This is an optimization exercise on Yosys and OpenROAD, whose aim is small area, a short achievable clock period and few clock cycles per item, not a production implementation.
Only simulation tests tie the RTL to the original design; equivalence was not proved.
No activity file was given, so power comes from the tool's default toggle rates.

==> fjord: inputs <==
## matrix_mul
module matrix_mul #(
    parameter BITS = 8,  
    parameter WIDTH = 4,  
    parameter HEIGHT_A = 4,  
    parameter WIDTH_B = 4  
)(
    input logic clk,  
    input logic reset,  
    input logic start,  
    input logic [HEIGHT_A*WIDTH*BITS-1:0] i_array_a,  
    input logic [WIDTH*WIDTH_B*BITS-1:0] i_array_b,  
    output logic [HEIGHT_A*WIDTH_B*2*BITS-1:0] o_array_res,  
    output logic done  
);
logic [HEIGHT_A*WIDTH_B*2*BITS-1:0] row0, row1, res;
logic [3:0] one [WIDTH*WIDTH_B];
logic [3:0] two [WIDTH*WIDTH_B];
logic [3:0] neg [WIDTH*WIDTH_B];
genvar e;
generate
    for (e = 0; e < WIDTH*WIDTH_B; e++) begin : enc
        booth_enc be (.b(i_array_b[e*BITS +: BITS]), .one(one[e]), .two(two[e]), .neg(neg[e]));
    end
endgenerate
genvar i, j;
generate
    for (i = 0; i < HEIGHT_A; i++) begin : row
        for (j = 0; j < WIDTH_B; j++) begin : col
            localparam int R = i*WIDTH_B + j;
            dot4 dot (
                .a0(i_array_a[(i*WIDTH+0)*BITS +: BITS]),
                .a1(i_array_a[(i*WIDTH+1)*BITS +: BITS]),
                .a2(i_array_a[(i*WIDTH+2)*BITS +: BITS]),
                .a3(i_array_a[(i*WIDTH+3)*BITS +: BITS]),
                .one0(one[0*WIDTH_B+j]), .two0(two[0*WIDTH_B+j]), .neg0(neg[0*WIDTH_B+j]),
                .one1(one[1*WIDTH_B+j]), .two1(two[1*WIDTH_B+j]), .neg1(neg[1*WIDTH_B+j]),
                .one2(one[2*WIDTH_B+j]), .two2(two[2*WIDTH_B+j]), .neg2(neg[2*WIDTH_B+j]),
                .one3(one[3*WIDTH_B+j]), .two3(two[3*WIDTH_B+j]), .neg3(neg[3*WIDTH_B+j]),
                .row0(row0[R*2*BITS +: 2*BITS]),
                .row1(row1[R*2*BITS +: 2*BITS])
            );
            assign res[R*2*BITS +: 2*BITS] = row0_q[R*2*BITS +: 2*BITS] + row1_q[R*2*BITS +: 2*BITS];
        end
    end
endgenerate
logic [HEIGHT_A*WIDTH_B*2*BITS-1:0] row0_q, row1_q;
always_ff @(posedge clk) begin
    if (start) begin
        row0_q <= row0;
        row1_q <= row1;
    end
end
assign o_array_res = res;
always_ff @(posedge clk or negedge reset) begin
    if (!reset) done <= 1'b0;
    else if (start) done <= 1'b1;
end
endmodule
export LEC_CHECK = 0
export CAP_MARGIN = 20
export CORE_MARGIN = 2
export CORE_UTILIZATION = 60
export SETUP_SLACK_MARGIN = 2.5
export SLEW_MARGIN = 20
export SYNTH_HIERARCHICAL = 1
create_clock -name core_clock -period 8.0 [get_ports {clk}]
run.sh (not shown) runs the stock make flow with config.mk's settings and CLKGATE_MAP_FILE= SYNTH_SCRIPT=/design/flow/synth_recipe.tcl, a recipe that flattens the netlist after the stock synthesis.
==> inputs of violet, as changes to fjord <==
- CORE_UTILIZATION: 60 -> 40
- SETUP_SLACK_MARGIN: 2.5 -> default
==> notes <==
- Synthesized cell count is the same in fjord and violet.
- Of violet and fjord, fjord has the higher global-route usage (gap 19 points).
- Of violet and fjord, violet has the higher worst hold slack (gap 2.3 ps).
- Of fjord and violet, fjord has the higher power (gap 1.8%, measured against violet).
- Against violet, the sequential power of fjord is larger by about 0.8%.
- Combinational power: violet is lower than fjord (about 3%).
- Between violet and fjord, the lower final area is in violet (gap 5.0%, measured against fjord).
- Against fjord, the first-iteration DRC count of violet is lower by about 26%.
- Critical path depth is the same in fjord and violet.
Testbench counts of fjord, summed over its fixed seeds: cycles 2,000, items 2,000.
Testbench counts of violet, summed over its fixed seeds: cycles 2,000, items 2,000.

* * *

==> build 88 <==
Another version of the RTL of matrix_mul (not shown whole).
==> module booth_enc, before the edit <==
module booth_enc (
    input logic [7:0] b,
    output logic [3:0] one,
    output logic [3:0] two,
    output logic [3:0] neg
);
logic [8:0] bx;
assign bx = {b, 1'b0};
genvar r;
generate
    for (r = 0; r < 4; r++) begin : digit
        assign one[r] = bx[2*r+1] ^ bx[2*r];
        assign two[r] = (bx[2*r+2] & ~bx[2*r+1] & ~bx[2*r]) | (~bx[2*r+2] & bx[2*r+1] & bx[2*r]);
        assign neg[r] = bx[2*r+2];
    end
endgenerate
endmodule
==> flow/config.mk <==
export PLATFORM = sky130hd
export DESIGN_NAME = matrix_mul
export DESIGN_NICKNAME = matrix_mul
export VERILOG_FILES = /design/flow/design.v
export SDC_FILE = /design/flow/constraint.sdc
export NUM_CORES = 4
export LEC_CHECK = 0
export CAP_MARGIN = 10
export CORE_MARGIN = 2
export CORE_UTILIZATION = 62
export SETUP_SLACK_MARGIN = 2.4
export SLEW_MARGIN = 10
export SYNTH_HIERARCHICAL = 1
==> flow/constraint.sdc <==
create_clock -name core_clock -period 8.0 [get_ports {clk}]
set_input_delay 1.6000 -clock core_clock [delete_from_list [all_inputs] [get_ports {clk}]]
set_output_delay 1.6000 -clock core_clock [all_outputs]
set_load 0.01 [all_outputs]
==> inputs of build 6, as changes to build 88 <==
--- a/flow/design.v
+++ b/flow/design.v
@@ -32,7 +32,7 @@
     for (r = 0; r < 4; r++) begin : digit
         assign one[r] = bx[2*r+1] ^ bx[2*r];
         assign two[r] = (bx[2*r+2] & ~bx[2*r+1] & ~bx[2*r]) | (~bx[2*r+2] & bx[2*r+1] & bx[2*r]);
-        assign neg[r] = bx[2*r+2];
+        assign neg[r] = bx[2*r+2] & ~(bx[2*r+1] & bx[2*r]);
     end
 endgenerate
 endmodule
==> flow/config.mk (replaced) <==
export PLATFORM = sky130hd
export DESIGN_NAME = matrix_mul
export DESIGN_NICKNAME = matrix_mul
export VERILOG_FILES = /design/flow/design.v
export SDC_FILE = /design/flow/constraint.sdc
export NUM_CORES = 4
export LEC_CHECK = 0
export CAP_MARGIN = 20
export CORE_MARGIN = 2
export CORE_UTILIZATION = 55
export SETUP_SLACK_MARGIN = 2.5
export SLEW_MARGIN = 20
export SYNTH_HIERARCHICAL = 1
==> impl_metrics.yaml <==
die:
  rows: 160
  dieArea_mm2: 0.195
logic_synthesis:
  synth.top_cell.area_share_pct: 37.0
pwr:
  power_mw: 61.9
  ir_worst_vdd_mv: 0.696
  pwr_density_cell_mw_per_mm2: 491
clocking:
  cts_resized: 192
setup_path:
  slowest_stage: "clkdlybuf4s15_1"
  crit_chain: "clkdlybuf4s15_1 > o21ai_1 > xor2_1 > fa_1 > fa_1 > fa_1 > fa_1 > fa_1 > fa_1"
grt:
  use_met3_pct: 13.6
  grt_max_degree: 123
  grt_util_met1_pct: 55.9
cells_and_area:
  layout_common_cells: "fa_1 (2180), xnor2_1 (1911), a22oi_1 (1744)"
detailed_routing:
  wire_per_inst_um: 34.5
placement:
  dp_cells: 12278
status:
  outcome: "complete, no violations"
timing:
  max_freq_mhz: 176
the above is filed under build 88

==> impl_metrics.yaml <==
timing:
  max_freq_mhz: 180
grt:
  grt_util_met1_pct: 53.2
setup_path:
  crit_chain: "dlygate4sd2_1 > buf_4 > a22oi_1 > xnor2_1 > ha_1 > fa_1 > fa_1 > fa_1 > fa_1 > fa_1"
  slowest_stage: "dlygate4sd2_1"
logic_synthesis:
  synth.top_cell.area_share_pct: 37.0
pwr:
  power_mw: 64.6
  ir_worst_vdd_mv: 0.414
die:
  dieArea_mm2: 0.220
  rows: 170
placement:
  dp_cells: 12672
status:
  outcome: "complete, no violations"
clocking:
  cts_resized: 340
the above is filed under build 6

Testbench counts of build 88, summed over its fixed seeds: cycles 2,000, items 2,000.
Testbench counts of build 6, summed over its fixed seeds: cycles 2,000, items 2,000.

* * *

==> run R: inputs <==
RTL: one of the versions met above, not the one the previous note started from.
==> module booth_enc, before the edit <==
module booth_enc (
    input logic [7:0] b,
    output logic [3:0] one,
    output logic [3:0] two,
    output logic [3:0] neg
);
logic [8:0] bx;
assign bx = {b, 1'b0};
genvar r;
generate
    for (r = 0; r < 4; r++) begin : digit
        assign one[r] = bx[2*r+1] ^ bx[2*r];
        assign two[r] = (bx[2*r+2] & ~bx[2*r+1] & ~bx[2*r]) | (~bx[2*r+2] & bx[2*r+1] & bx[2*r]);
        assign neg[r] = bx[2*r+2] & ~(bx[2*r+1] & bx[2*r]);
    end
endgenerate
endmodule
export LEC_CHECK = 0
export CAP_MARGIN = 20
export CORE_MARGIN = 2
export CORE_UTILIZATION = 55
export SETUP_SLACK_MARGIN = 2.6
export SLEW_MARGIN = 20
export SYNTH_HIERARCHICAL = 1
create_clock -name core_clock -period 8.0 [get_ports {clk}]
==> inputs of run C, as changes to run R <==
--- a/flow/design.v
+++ b/flow/design.v
@@ -34,3 +34,3 @@
         assign two[r] = (bx[2*r+2] & ~bx[2*r+1] & ~bx[2*r]) | (~bx[2*r+2] & bx[2*r+1] & bx[2*r]);
-        assign neg[r] = bx[2*r+2] & ~(bx[2*r+1] & bx[2*r]);
+        assign neg[r] = bx[2*r+2];
     end
Settings changed: CAP_MARGIN 20 to 10, SETUP_SLACK_MARGIN 2.6 to 2.5, SLEW_MARGIN 20 to 10.
==> summary.txt <==
- In run C the first-iteration DRC count is lower than in run R, by about 6%.
- Of run R and run C, run R has the higher via count (gap about 3.4%, measured against run C).
- Against run C, the final area of run R is larger by about 2.7%.
- Die area is about the same in run C and run R.
- In flip-flop and latch count, run C and run R do not differ.
- Run R went through all stages and came out clean. Run C went through all stages and came out clean.
- Against run C, the non-clock buffer count of run R is higher by 174.
- Between run R and run C, the lower hold slack is in run R (gap 0.0035 ns).
==> figures <==
|  | run C | run R |
|---|---|---|
| Initial antenna violation count | 51 | 55 |
| Internal reg-to-reg setup slack | 7.29 ns | 7.30 ns |
| Summed instance area of the synthesized netlist | 118500 sq um | 118700 sq um |
| Clock Buffer Count | 91 | 95 |
| DR WL met2 | 199.9 mm | 208.2 mm |
| Die footprint | 219200 sq um | 219600 sq um |
| Status | complete, no violations | complete, no violations |
| Number of optimization iterations in the first detailed-route pass | 7 | 10 |
| Delay of the slowest critical-path stage | 0.66 ns | 0.88 ns |
| Most frequent standard cell in the layout excluding fill and tap cells | sky130_fd_sc_hd__fa_1 | sky130_fd_sc_hd__xnor2_1 |
| Total chip power | 62.60 mW | 66.51 mW |
| Leakage component of the power | 47.63 nW | 49.28 nW |
| Post-CTS Resized | 270 | 340 |
| Total global routing track utilization | 0.4324 | 0.4543 |
| Data required, critical path | 8.48 ns | 8.47 ns |
| Instance area after placement | 120600 sq um | 122400 sq um |
Testbench counts of run R, summed over its fixed seeds: cycles 2,000, items 2,000.
Testbench counts of run C, summed over its fixed seeds: cycles 2,000, items 2,000.

* * *

==> 05-01: inputs <==
Starting RTL as in the previous note.
// matrix_mul
module matrix_mul #(
    parameter BITS = 8,  
    parameter WIDTH = 4,  
    parameter HEIGHT_A = 4,  
    parameter WIDTH_B = 4  
)(
    input logic clk,  
    input logic reset,  
    input logic start,  
    input logic [HEIGHT_A*WIDTH*BITS-1:0] i_array_a,  
    input logic [WIDTH*WIDTH_B*BITS-1:0] i_array_b,  
    output logic [HEIGHT_A*WIDTH_B*2*BITS-1:0] o_array_res,  
    output logic done  
);
Settings: LEC_CHECK=0, CAP_MARGIN=20, CORE_MARGIN=2, CORE_UTILIZATION=40, SETUP_SLACK_MARGIN=2.5, SLEW_MARGIN=20, SYNTH_HIERARCHICAL=1; clock period 8.0 ns.
==> inputs of 04-06, as changes to 05-01 <==
--- a/flow/design.v
+++ b/flow/design.v
@@ -33,5 +33,5 @@
         assign one[r] = bx[2*r+1] ^ bx[2*r];
         assign two[r] = (bx[2*r+2] & ~bx[2*r+1] & ~bx[2*r]) | (~bx[2*r+2] & bx[2*r+1] & bx[2*r]);
-        assign neg[r] = bx[2*r+2] & ~(bx[2*r+1] & bx[2*r]);
+        assign neg[r] = bx[2*r+2];
     end
 endgenerate
CAP_MARGIN = 5   (was 20)
CORE_UTILIZATION = 55   (was 40)
SLEW_MARGIN = 5   (was 20)
==> summary.txt <==
05-01 ran to the end with no violations. 04-06 passed the timing, design-rule and antenna checks. In 04-06 the setup slack is higher than in 05-01, by 0.045 ns. Against 04-06, the wire length of 05-01 is larger by about 9%. In 05-01 the clock power is higher than in 04-06, by about 4%. In 05-01 the first-iteration DRC count is higher than in 04-06, by 9.3%. Of 05-01 and 04-06, 05-01 has the higher die area (gap about 37%, measured against 04-06). Maximum frequency: 04-06 is larger than 05-01 (about 0.8%). Register-to-register slack is about the same in 04-06 and 05-01. Of 04-06 and 05-01, 05-01 has the higher combinational power (gap 6.1%, measured against 05-01). Against 05-01, the clock-buffer cell count of 04-06 is lower by 1.
==> figures <==
metric                                                                       05-01            04-06
Run status                                                timing/DRC/antenna clean  timing/DRC/antenna clean
Number of vias per cell                                                       6.56             7.01
Combinational fraction of design power                                       0.810            0.804
Post-layout instance area                                            133,000 sq um    129,000 sq um
Met1 Track Usage GR                                                          0.412            0.543
Proportion of total power due to net switching                               0.468            0.463
Core outline area                                                    296,000 sq um    214,000 sq um
Total standard cell area after synthesis                             119,000 sq um    119,000 sq um
Number of nets produced by synthesis                                        12,981           12,933
All-layer global routing usage                                               0.338            0.434
CLK BUF                                                                         91               90
Post-DP HPWL                                                       326,000 microns  313,000 microns
Number of antenna violations at the first check in global routing               75               45
Count of standard-cell rows                                                    200              170
Leak Pwr                                                                 0.0492 uW        0.0476 uW
Post-layout utilization of the core                                          0.448            0.601
Total power after layout                                                 66,500 uW        63,000 uW
Clock group                                                                3720 uW          3570 uW
Timing-limited maximum frequency                                         0.178 GHz        0.180 GHz
Cell Int Power                                                           35,400 uW        33,800 uW
Testbench counts of 05-01, summed over its fixed seeds: cycles 2,000, items 2,000.
Testbench counts of 04-06, summed over its fixed seeds: cycles 2,000, items 2,000.

* * *

==> inputs of branch quartz <==
matrix_mul with an RTL version that a note above also has.
Settings: LEC_CHECK=0, CAP_MARGIN=20, CORE_MARGIN=2, CORE_UTILIZATION=55, SETUP_SLACK_MARGIN=2.65, SLEW_MARGIN=20, SYNTH_HIERARCHICAL=1; clock period 8.0 ns.
==> branch lagoon: changes against branch quartz <==
==> flow/config.mk (replaced) <==
export PLATFORM = sky130hd
export DESIGN_NAME = matrix_mul
export DESIGN_NICKNAME = matrix_mul
export VERILOG_FILES = /design/flow/design.v
export SDC_FILE = /design/flow/constraint.sdc
export NUM_CORES = 4
export LEC_CHECK = 0
export CAP_MARGIN = 10
export CORE_MARGIN = 2
export CORE_UTILIZATION = 62
export SETUP_SLACK_MARGIN = 2.5
export SLEW_MARGIN = 10
export SYNTH_HIERARCHICAL = 1
==> impl_metrics.yaml <==
routing:
  post_drt_wl_per_cell_um: 36.6
outcome:
  status: "timing/DRC/antenna clean"
timing:
  slew_headroom: 0.125
placement:
  dpl_worst_slack_ps: 1150
power_and_ir_drop:
  switching_share: 0.458
  clock_power_share: 0.055
die:
  die_y_um: 468
  taps: 2838
cells_and_area:
  multi_input_gates: 8090
  clkbuf_count: 92
critical_path:
  ff2ff_setup_slack_ps: 7300
grt:
  grt_use_total: 0.416
the above is filed under branch quartz

==> impl_metrics.yaml <==
cells_and_area:
  multi_input_gates: 8085
  clkbuf_count: 94
critical_path:
  ff2ff_setup_slack_ps: 7290
placement:
  dpl_worst_slack_ps: 720
timing:
  slew_headroom: 0.115
  hold_viol: 0
routing:
  post_drt_wl_per_cell_um: 38.9
power_and_ir_drop:
  clock_power_share: 0.053
  switching_share: 0.478
  maxPowerGroup: "combinational cells"
die:
  die_y_um: 441
outcome:
  status: "timing/DRC/antenna clean"
grt:
  grt_use_total: 0.501
the above is filed under branch lagoon

Testbench counts of branch quartz, summed over its fixed seeds: cycles 2,000, items 2,000.
Testbench counts of branch lagoon, summed over its fixed seeds: cycles 2,000, items 2,000.

## port drivers added, routing unchanged
How much do the figures lean on ideal ports? The routed layouts below were timed once more, with nothing changed but the port constraints.
Step 1, drivers: a clkbuf_16 drives clk and a buf_2 each remaining input, both assumed.
Step 2, shift: input delay + t, output delay - t, t = (earliest + latest rising clock arrival at the registers) / 2. This alone moves slack from input paths to output paths.
a / b / c = ideal / step 1 / step 2; a / b = the first two.
run	t (ns)	setup WS [ns]	hold WS [ns]
fjord	0.851	2.464 / 2.385 / 1.534	0.475 / 0.475 / 0.475
violet	0.841	1.564 / 1.486 / 0.791	0.477 / 0.477 / 0.477
build 88	0.835	2.330 / 2.345 / 1.510	0.470 / 0.470 / 0.470
build 6	0.830	2.433 / 2.482 / 1.665	0.463 / 0.463 / 0.463
run R	0.842	2.554 / 2.540 / 1.781	0.458 / 0.458 / 0.458
run C	0.847	2.457 / 2.387 / 1.540	0.461 / 0.461 / 0.461
05-01	0.821	2.394 / 2.381 / 1.647	0.468 / 0.468 / 0.468
04-06	0.857	2.439 / 2.389 / 1.583	0.459 / 0.459 / 0.459
branch quartz	0.847	2.535 / 2.584 / 1.738	0.467 / 0.467 / 0.467
branch lagoon	0.870	2.465 / 2.452 / 1.664	0.480 / 0.480 / 0.480
After both steps setup and hold are still met in every run listed. For fjord, which loses most, drivers alone change the setup slack by -0.079 ns; drivers and shift together by -0.930 ns.
